What follows belongs to an exercise in optimizing a design on an open flow for small area, a short achievable clock period and few clock cycles per item; a production flow would make more cautious choices.
Where RTL was checked, it was by simulation tests only, not by an equivalence proof against the original.
Power is estimated from default activity; no workload was simulated.

// mdu_top
module mdu_top
(
    input  logic         clk,
    input  logic         rst,
    input  logic         in_valid,
    input  logic [2:0]   in_op,
    input  logic [31:0]  in_rs1,
    input  logic [31:0]  in_rs2,
    input  logic [31:0]  in_pc,
    input  logic [31:0]  in_inst,
    input  logic [4:0]   in_rd_addr,
    input  logic [4:0]   in_rs1_addr,
    input  logic [4:0]   in_rs2_addr,
    input  logic         in_regf_we,
    input  logic [4:0]   in_rob_idx,
    output logic         out_valid,
    output logic [31:0]  out_rd_data,
    output logic [31:0]  out_pc,
    output logic [31:0]  out_inst,
    output logic [4:0]   out_rd_addr,
    output logic [4:0]   out_rs1_addr,
    output logic [4:0]   out_rs2_addr,
    output logic         out_regf_we,
    output logic [4:0]   out_rob_idx
);
    mul_unit mul_inst (
        .clk      (clk),
        .rst      (rst),
        .in_valid (in_valid),
        .in_op    (in_op),
        .in_rs1   (in_rs1),
        .in_rs2   (in_rs2),
        .out_valid(out_valid),
        .out_data (out_rd_data)
    );
    assign out_pc       = in_pc;
    assign out_inst     = in_inst;
    assign out_rd_addr  = in_rd_addr;
    assign out_rs1_addr = in_rs1_addr;
    assign out_rs2_addr = in_rs2_addr;
    assign out_regf_we  = in_regf_we;
    assign out_rob_idx  = in_rob_idx;
endmodule
export LEC_CHECK = 0
export ABC_AREA = 1
export ABC_CLOCK_PERIOD_IN_PS = 7000
export CAP_MARGIN = 30
export CORE_MARGIN = 2
export CORE_UTILIZATION = 40
export SETUP_SLACK_MARGIN = 5
export SLEW_MARGIN = 30
create_clock -name core_clock -period 13.0 [get_ports {clk}]
run.sh (not shown) runs the stock make flow with config.mk's settings and CLKGATE_MAP_FILE= SYNTH_SCRIPT=/design/flow/synth_recipe.tcl, a recipe that flattens the netlist after the stock synthesis.
The starting point passed the timing, DRC and antenna checks.
Testbench counts at the start, summed over its fixed seeds: cycles 142,920, ops 24,000.
Edit:
--- a/flow/config.mk
+++ b/flow/config.mk
@@ -9 +8,0 @@
-export ABC_CLOCK_PERIOD_IN_PS = 7000
@@ -12,0 +12,2 @@
+export CTS_BUF_LIST = sky130_fd_sc_hd__clkbuf_4 sky130_fd_sc_hd__clkbuf_8
+export CTS_CLUSTER_SIZE = 50
After rerunning: Utilization decreases by 0.37 points. Routed wire length is lower slightly. Non-clock buffer count fell by 1. Register-to-register slack got worse by 0.06 ns. Power is lower slightly. Sequential power is about the same. Worst setup slack gets better by 0.052 ns. Worst hold slack barely changes. Maximum frequency goes up slightly. Critical path depth fell by 3. Final cell count barely changes.

========
== harbor ==
mdu_top, a different RTL version from the one above (not shown whole).
Size: ~3,200 cells after synthesis, roughly 270 I/O pins, roughly 22,000 um2 of cells after synthesis.
export LEC_CHECK = 0
export CAP_MARGIN = 30
export CORE_MARGIN = 2
export CORE_UTILIZATION = 40
export SLEW_MARGIN = 30
create_clock -name core_clock -period 13.0 [get_ports {clk}]
harbor finished every step from synthesis to the final layout, and the layout passed the timing, DRC and antenna checks.
Setup changes, harbor to fjord
- ABC_AREA now 1, previously not set
Notes after the runs:
Diff harbor -> fjord | number of fill cells | down by a few percent. In the tables for harbor and fjord, internal portion of total power reads lower with fjord. Antenna diode instance count in fjord is 2 lower than in harbor.
Modified inputs, yarrow compared to fjord
- ABC_AREA: 1 -> unset
- ABC_CLOCK_PERIOD_IN_PS: unset -> 9000
==> notes.md <==
On clock power, fjord and yarrow are neck and neck. Number of iterations in the first detailed-routing pass in yarrow vs fjord: up 2. First-pass GRT wire length up 22% in yarrow wrt fjord. Between fjord and yarrow, number of rows created at floorplan increased. Count of buffers not belonging to the clock network in the layout for yarrow: about 30% up relative to fjord. [compare] base=fjord new=yarrow: sequential share of power saw an increase; highest attainable clock frequency now larger; final critical path time including I/O delays and setup down 0.12 ns. Lower global-route total usage across every layer was reported by fjord, not yarrow. Where post-place setup slack is concerned, fjord is outperformed by yarrow. yarrow vs. fjord: setup slack went up by 0.12 ns.
## Diff of input files: sierra against yarrow
- SETUP_SLACK_MARGIN: unset -> 4
- ABC_CLOCK_PERIOD_IN_PS: 9000 -> unset
- ABC_AREA: unset -> 1
[summary]
- Number of nets in the layout ended up 337 higher on sierra than on yarrow.
- Changes observed in sierra relative to yarrow: tap cell count shrank by 10%; cell count rose by 259; post-route total power climbed about 11%; setup slack increased 2.45 ns.
- sierra vs yarrow: summed area of non-filler cells in the final layout down by a few percent
- sierra has area fraction in compound gates after synthesis below what yarrow had.
Function was not checked in any run of this note: the RTL went through the layout flow alone.

========
run 1:
mdu_top with an RTL version that a note above also has.
Size in the first run: ~120 flip-flops, about 270 I/O pins, about 23,000 µm² of cells after synthesis.
## mdu_top
module mdu_top
(
    input  logic         clk,
    input  logic         rst,
    input  logic         in_valid,
    input  logic [2:0]   in_op,
    input  logic [31:0]  in_rs1,
    input  logic [31:0]  in_rs2,
    input  logic [31:0]  in_pc,
    input  logic [31:0]  in_inst,
    input  logic [4:0]   in_rd_addr,
    input  logic [4:0]   in_rs1_addr,
    input  logic [4:0]   in_rs2_addr,
    input  logic         in_regf_we,
    input  logic [4:0]   in_rob_idx,
    output logic         out_valid,
    output logic [31:0]  out_rd_data,
    output logic [31:0]  out_pc,
    output logic [31:0]  out_inst,
    output logic [4:0]   out_rd_addr,
    output logic [4:0]   out_rs1_addr,
    output logic [4:0]   out_rs2_addr,
    output logic         out_regf_we,
    output logic [4:0]   out_rob_idx
);
Settings: LEC_CHECK=0, ABC_AREA=1, CAP_MARGIN=30, CORE_MARGIN=2, CORE_UTILIZATION=45, CTS_BUF_LIST=sky130_fd_sc_hd__clkbuf_4 sky130_fd_sc_hd__clkbuf_8, CTS_CLUSTER_SIZE=30, SETUP_SLACK_MARGIN=5, SLEW_MARGIN=30; clock period 13.0 ns.
Having completed the whole flow, run 1 delivered a layout that passed the timing, DRC and antenna checks.
Testbench counts of run 1, summed over its fixed seeds: cycles 142,920, ops 24,000.
Setup changes, run 1 to run 2
- CTS_BUF_LIST: sky130_fd_sc_hd__clkbuf_4 sky130_fd_sc_hd__clkbuf_8 -> unset
- CTS_CLUSTER_SIZE: 30 -> unset
- CORE_UTILIZATION: 45 -> 40
Results
- The timing-limited maximum frequency of run 2 and that of run 1 are within noise of each other.
- Compared with run 1, run 2 shows a lower total of cells resized after clock tree synthesis.
- Run 2 ends up with lower final wirelength than run 1 does.
- In run 2 the final weighted congestion in routability-driven placement turned out 2.5% higher than in run 1.
- Depth of the critical timing path with buffers and inverters included ended up 3.7% higher on run 2 than on run 1.
- For cell area after placement, run 2 and run 1 come out practically identical.
- Run 2: portion of total power attributed to the clock network higher than run 1
- The final period demand of the worst path in run 2 was higher than what run 1 gave.
### run 2 -> run 3
- CORE_UTILIZATION: 40 -> 55
Notes after the runs:
Taking run 2 as the reference, in run 3 clock power went up 11%, routed wire length moved down. Per the comparison of run 3 with run 2, post-route cell area went down by 0.48%, critical path depth went up by 3.6%. Run comparison: run 2 uppermost layer routed met4; run 3 uppermost layer routed met5.
The following lists how run 4 was set up differently from run 3:
- putting CTS_BUF_LIST at sky130_fd_sc_hd__clkbuf_4 sky130_fd_sc_hd__clkbuf_8 where nothing was set
- putting CTS_CLUSTER_SIZE at 30 where nothing was set
- swapping 55 for 40 in CORE_UTILIZATION
- putting TNS_END_PERCENT at 20 where nothing was set
==> comparison <==
First-pass GRT wire length ends up lower on run 3. Re design area: run 3 was higher than run 4. Sort run 3 and run 4 by starting density of the core asc -> top: run 4.

========
JK:
Starting RTL as in the previous note.
clock: 13.0 ns
lec_check: 0
abc_area: 1
cap_margin: 30
core_margin: 2
core_utilization: 40
cts_buf_list: sky130_fd_sc_hd__clkbuf_4 sky130_fd_sc_hd__clkbuf_8
cts_cluster_size: 30
setup_slack_margin: 5
slew_margin: 30
Having completed the whole flow, JK delivered a layout that passed the timing, DRC and antenna checks.
Testbench counts of JK, summed over its fixed seeds: cycles 142,920, ops 24,000.
> inputs changed (JK -> MS)
Settings: putting PLACE_DENSITY at 0.7 where nothing was set.
## What came out
MS: PASS, flow complete, no timing, DRC or antenna violations
Number of buffers inserted for hold repair after clock tree synthesis: MS vs JK identical
NOTE routed wire length on met3 JK->MS increased by a few percent
MS vs. JK: final worst slack fell 130 ps; async set-reset flop share out of synthesis about even.
Setup changes, MS to AL
Settings: putting GPL_ROUTABILITY_DRIVEN at 0 where nothing was set; clearing PLACE_DENSITY, which used to be 0.7.
==> notes.md <==
- Final-layout clock-cell area share in AL vs MS: down 0.24 points
- AL finished every step from synthesis to the final layout, and the layout passed the timing, DRC and antenna checks.
- Across both runs, clock share of power was lower for AL than for MS.
- AL against MS: number of buffers and inverters on the critical path climbed 1; maximum frequency climbed about 1.2%; number of nets in the final layout barely changed; wire length dropped 6400 µm; arrival time of the worst setup path dropped 110 ps.
- AL ended up with a lower critical path required time than MS did.
[inputs] TR vs AL
Settings: ABC_AREA: 1 -> unset; GPL_ROUTABILITY_DRIVEN: 0 -> unset.
[summary]
TR finished end to end and its layout was clean on timing, DRC and antenna.
Delta (TR minus AL): pre-CTS setup slack down 480 ps, chip height up 1.0%, multi-input gate area in the final layout up about 10%, worst path setup slack after routing down 58 ps, highest clock frequency the design can meet down 0.97 MHz.
Side by side, clock-buffer cell count turned out lower in TR than in AL.
Comparing TR and AL, the lower total via count after detailed routing is on TR.
As of TR, number of instances in the placed design had fallen by more than 10% compared to AL.
TR against AL: worst hold slack +56 ps; detailed-routing wirelength on met1 up 3000 µm.

========
## the reference run
Another version of the RTL of mdu_top (not shown whole).
For scale: ~2600 cells after synthesis, ~110 flip-flops, roughly 19000 sq um of cells after synthesis.
make LEC_CHECK=0 CAP_MARGIN=30 CORE_MARGIN=2 CORE_UTILIZATION=40 SLEW_MARGIN=30 finish   # period 13.0 ns
The inputs of the trial run differ from those of the reference run as listed below.
--- a/flow/config.mk
+++ b/flow/config.mk
@@ -7,2 +7,3 @@
 export LEC_CHECK = 0
+export ABC_AREA = 1
 export CAP_MARGIN = 30
--- outcome ---
Of the reference run and the trial run, the higher setup slack after layout belongs to the trial run.
Area fraction in and, or, nand and nor cells after synthesis was higher in the run labelled the trial run.
The end of the critical path comes out mul_inst.H[26] in one run and mul_inst.H[24] in the other, namely in the trial run and the reference run respectively.
In terms of max-slew violation count, the trial run and the reference run differ only marginally.
In the trial run the combined global-route utilization of all metal layers turned out 0.73 points higher than in the reference run.
met1 routing resource usage after global routing in the trial run is 1.9 points higher than in the reference run
No run among the reference run and the trial run stopped early or left any final violation; all are clean.
The trial run vs. the reference run: proportion of cell area occupied by multi-input gates went down by 7.2 points.
Of the two values seen for slowest library cell on the worst path, sky130_fd_sc_hd__fa_1 was produced by the trial run and sky130_fd_sc_hd__nor2_2 by the reference run.
Number of tapcells of the trial run falls short of that of the reference run by a few percent.
No run of this note included a check of the RTL's function; only the layout flow was run.

-- port drivers added, routing unchanged --
The results above use ideal ports. As a check the final layouts listed here were re-extracted and re-timed, cells and wires unchanged.
Step 1 (the two cells are an assumption about what drives the block):
set clk [get_ports {clk}]
set_driving_cell -lib_cell sky130_fd_sc_hd__clkbuf_16 $clk
set_driving_cell -lib_cell sky130_fd_sc_hd__buf_2 [delete_from_list [all_inputs] $clk]
Step 2 moves the port delays by t, midway between the first and last clock arrival at a register: inputs arrive t later, outputs are due t later. That takes back most of the time a late clock gives input paths.
a / b / c = no drivers / after step 1 / after step 2; a / b = the first two.
run	t, ns	slack for setup (ns)	clock arrival spread, ns	worst register clock-pin slew, ns	pins driven straight from the clock port
the first run of note 1	0.492	5.280 / 5.322 / 4.830	0.013 / 0.014	0.06 / 0.06	1
the second run of note 1	0.524	5.332 / 5.352 / 4.841	0.021 / 0.021	0.09 / 0.09	1
harbor	0.481	1.917 / 1.917 / 1.917	0.013 / 0.014	0.06 / 0.06	1
fjord	0.506	1.795 / 1.795 / 1.795	0.013 / 0.012	0.07 / 0.07	1
yarrow	0.481	1.917 / 1.917 / 1.917	0.013 / 0.014	0.06 / 0.06	1
sierra	0.514	4.364 / 4.364 / 4.035	0.012 / 0.012	0.07 / 0.07	1
run 1	0.538	5.294 / 5.275 / 4.737	0.023 / 0.023	0.09 / 0.09	1
run 2	0.492	5.280 / 5.322 / 4.830	0.013 / 0.014	0.06 / 0.06	1
run 3	0.494	5.138 / 5.171 / 4.676	0.011 / 0.011	0.06 / 0.06	1
run 4	0.520	5.026 / 5.055 / 4.535	0.018 / 0.018	0.09 / 0.09	1
JK	0.524	5.332 / 5.352 / 4.841	0.021 / 0.021	0.09 / 0.09	1
MS	0.542	5.200 / 5.207 / 4.665	0.019 / 0.019	0.09 / 0.09	1
AL	0.518	5.292 / 5.255 / 4.737	0.024 / 0.024	0.09 / 0.09	1
TR	0.549	5.234 / 5.270 / 4.721	0.015 / 0.014	0.09 / 0.09	1
the reference run	0.508	0.816 / 0.816 / 0.816	0.011 / 0.011	0.07 / 0.07	1
the trial run	0.496	1.055 / 1.055 / 1.055	0.007 / 0.008	0.06 / 0.06	1
After both steps setup and hold are still met in every run listed. For run 1, which loses most, drivers alone change the setup slack by -0.019 ns; drivers and shift together by -0.557 ns.
